From an optimization exercise on the open Yosys and OpenROAD flow, aimed at small area; shortcuts taken in it are not production practice.
Only simulation tests tie the RTL to the original design; equivalence was not proved.
Power and IR drop assume default switching activity.

// MotionDetection
module MotionDetection(clk, ena, rst, din1, din2, dout, state, count,
                       sr_we, sr_addr, sr_wdata, sr_rdata,
                       cr_we, cr_addr, cr_wdata, cr_rdata);
For scale: about 3,500 cells after synthesis, ~210 flip-flops, roughly 33,000 um2 of cells after synthesis.
Settings: LEC_CHECK=0, ABC_AREA=1, CAP_MARGIN=20, CORE_AREA=5 5 435 435, DIE_AREA=0 0 440 440, PLACE_DENSITY=0.92, SLEW_MARGIN=20; clock period 10.0 ns.
standard.sh (not shown) runs the stock make flow with config.mk's settings and CLKGATE_MAP_FILE= SYNTH_SCRIPT=/design/flow/synth_recipe.tcl, a recipe that flattens the netlist after the stock synthesis.
==> flow/flow/run.sh <==
#!/bin/bash
# Standard layout (the standard.sh) with two changes:
#  - the port buffers that ORFS's buffer_ports inserts on every input and output
#    are sky130_fd_sc_hd__buf_1;
#  - synthesis maps the logic with flow/abc_area.script (an area-oriented ABC
#    script) instead of ORFS's abc_area.script. Everything else, registers
#    included, is the standard synthesis.
set -euo pipefail
here=$(pwd)
mkdir -p scripts
for f in "$FLOW_HOME"/scripts/*; do ln -sf "$f" scripts/; done
rm -f scripts/abc_area.script
cp flow/abc_area.script scripts/abc_area.script
bash standard.sh SCRIPTS_DIR="$here/scripts" \
  BUFFER_PORTS_ARGS="-buffer_cell sky130_fd_sc_hd__buf_1" finish > orfs_make.log 2>&1
==> flow/flow/abc_area.script <==
strash
&get -n
&st
&dch
&nf
&put
topo
stime -c
upsize -c
dnsize -c
Edit:
==> flow/flow/run.sh (replaced) <==
#!/bin/bash
# Standard layout (the standard.sh) with three changes:
#  - the port buffers that ORFS's buffer_ports inserts on every input and output
#    are sky130_fd_sc_hd__buf_1;
#  - yosys synth runs with -noabc (SYNTH_ARGS), so the explicit full-adder
#    structure of the RTL reaches extract_fa as written;
#  - the final ABC mapping uses flow/abc_area.script (an area-oriented script)
#    instead of ORFS's abc_area.script.
# Everything else, registers included, is the standard synthesis and layout.
set -euo pipefail
here=$(pwd)
mkdir -p scripts
for f in "$FLOW_HOME"/scripts/*; do ln -sf "$f" scripts/; done
rm -f scripts/abc_area.script
cp flow/abc_area.script scripts/abc_area.script
bash standard.sh SCRIPTS_DIR="$here/scripts" SYNTH_ARGS=-noabc \
  BUFFER_PORTS_ARGS="-buffer_cell sky130_fd_sc_hd__buf_1" finish > orfs_make.log 2>&1
==> flow/flow/abc_area.script (replaced) <==
strash
&get -n
&st
&syn2
&dch
&nf
&put
topo
stime -c
upsize -c
dnsize -c
--- a/flow/config.mk
+++ b/flow/config.mk
@@ -7,7 +7,9 @@
 export LEC_CHECK = 0
 export ABC_AREA = 1
-export CAP_MARGIN = 20
+export CAP_MARGIN = 5
 export CORE_AREA = 5 5 435 435
+export CTS_CLUSTER_DIAMETER = 150
+export CTS_CLUSTER_SIZE = 22
 export DIE_AREA = 0 0 440 440
 export PLACE_DENSITY = 0.92
-export SLEW_MARGIN = 20
+export SLEW_MARGIN = 5
Result:
- count of clock-buffer cells in the layout fell by 6
- power goes down by roughly a tenth
- utilization shrinks by 0.67 points
- worst hold slack hardly moves
- first-iteration DRC count fell by about a fifth
- global-route usage drops by 2.5 points
- cell area drops by a few percent
- via count fell by a few percent
- final cell count drops by a few percent
- wire length falls by roughly a tenth
Edit:
==> flow/flow/run.sh (replaced) <==
#!/bin/bash
# Standard layout (the standard.sh) with two changes:
#  - the port buffers that ORFS's buffer_ports inserts on every input and output
#    are sky130_fd_sc_hd__buf_1;
#  - synthesis maps the logic with flow/abc_area.script (an area-oriented ABC
#    script) instead of ORFS's abc_area.script. Everything else, registers
#    included, is the standard synthesis.
set -euo pipefail
here=$(pwd)
mkdir -p scripts
for f in "$FLOW_HOME"/scripts/*; do ln -sf "$f" scripts/; done
rm -f scripts/abc_area.script
cp flow/abc_area.script scripts/abc_area.script
bash standard.sh SCRIPTS_DIR="$here/scripts" \
  BUFFER_PORTS_ARGS="-buffer_cell sky130_fd_sc_hd__buf_1" finish > orfs_make.log 2>&1
==> flow/flow/abc_area.script (replaced) <==
strash
&get -n
&st
&dch
&nf
&put
topo
stime -c
upsize -c
dnsize -c
==> flow/config.mk (replaced) <==
export PLATFORM = sky130hd
export DESIGN_NAME = MotionDetection
export DESIGN_NICKNAME = MotionDetection
export VERILOG_FILES = /design/flow/design.v
export SDC_FILE = /design/flow/constraint.sdc
export NUM_CORES = 8
export LEC_CHECK = 0
export ABC_AREA = 1
export CAP_MARGIN = 20
export CORE_AREA = 10 10 440 440
export CTS_BUF_LIST = sky130_fd_sc_hd__clkbuf_8 sky130_fd_sc_hd__clkbuf_16
export CTS_CLUSTER_SIZE = 40
export DIE_AREA = 0 0 450 450
export PLACE_DENSITY = 0.85
export SLEW_MARGIN = 20
Non-clock buffer count rose by 7.
Core utilization rose by 0.74 points.
Total power rose by about 13%.
Synthesized cell count rose by about 5.4%.
Design area rose by 3.6%.
Setup slack improves by 0.057 ns.
Global-route usage rose by 1.5 points.
Clock skew fell by 0.0048 ns.
Worst hold slack improves by 0.0043 ns.
Edit:
==> flow/flow/abc_area.script (replaced) <==
strash
&get -n
&st
&syn2
&dch
&nf
&put
topo
stime -c
upsize -c
dnsize -c
==> flow/config.mk (replaced) <==
export PLATFORM = sky130hd
export DESIGN_NAME = MotionDetection
export DESIGN_NICKNAME = MotionDetection
export VERILOG_FILES = /design/flow/design.v
export SDC_FILE = /design/flow/constraint.sdc
export NUM_CORES = 8
export LEC_CHECK = 0
export ABC_AREA = 1
export CAP_MARGIN = 20
export CORE_AREA = 5 5 435 435
export CTS_CLUSTER_DIAMETER = 150
export CTS_CLUSTER_SIZE = 22
export DIE_AREA = 0 0 440 440
export PLACE_DENSITY = 0.92
export SLEW_MARGIN = 20
Result: Synthesized cell count climbs by 0.98%; routed wire length drops by about 4%; cell area drops by about 0.9%; setup slack gets worse by 0.19 ns; total power drops by about 5%; maximum frequency drops by 2.1%; synthesized area drops by 0.59%; clock skew drops by 0.0040 ns; via count climbs by 1.5%; final cell count climbs by 0.79%; sequential power barely changes.
Edit:
==> flow/flow/run.sh (replaced) <==
#!/bin/bash
# Standard layout (the standard.sh) with three changes:
#  - the port buffers that ORFS's buffer_ports inserts on every input and output
#    are sky130_fd_sc_hd__buf_1;
#  - yosys synth runs with -noabc (SYNTH_ARGS), so the explicit full-adder
#    structure of the RTL reaches extract_fa as written;
#  - the final ABC mapping uses flow/abc_area.script (an area-oriented script)
#    instead of ORFS's abc_area.script.
# Everything else, registers included, is the standard synthesis and layout.
set -euo pipefail
here=$(pwd)
mkdir -p scripts
for f in "$FLOW_HOME"/scripts/*; do ln -sf "$f" scripts/; done
rm -f scripts/abc_area.script
cp flow/abc_area.script scripts/abc_area.script
bash standard.sh SCRIPTS_DIR="$here/scripts" SYNTH_ARGS=-noabc \
  BUFFER_PORTS_ARGS="-buffer_cell sky130_fd_sc_hd__buf_1" finish > orfs_make.log 2>&1
What happened:
- synthesized cell count drops by 6.0%
- routed wire length went down by about 7%
- setup slack gains 0.13 ns

==> port drivers added, routing unchanged <==
No port has a modelled driver above. Below, the same layouts with a new extraction and two added sets of constraints. Step 1 assumes that a clkbuf_16 drives the clock port and a buf_2 every other input. Step 2 also shifts input and output timing later by t, the mid clock arrival at the registers, as if the neighbouring blocks saw the same clock. a / b / c = ideal / step 1 / step 2; a / b = the first two.
run | t, ns | setup WS [ns] | cell pins on the clock port's net
the first run | 0.597 | 0.985 / 0.985 / 0.512 | 1
the second run | 0.551 | 0.815 / 0.758 / 0.687 | 1
the third run | 0.589 | 0.872 / 0.872 / 0.370 | 1
the fourth run | 0.573 | 0.679 / 0.679 / 0.483 | 1
the fifth run | 0.542 | 0.811 / 0.757 / 0.656 | 1
After both steps setup and hold are still met in every run listed. For the third run, which loses most, drivers alone change the setup slack by 0.000 ns; drivers and shift together by -0.502 ns.
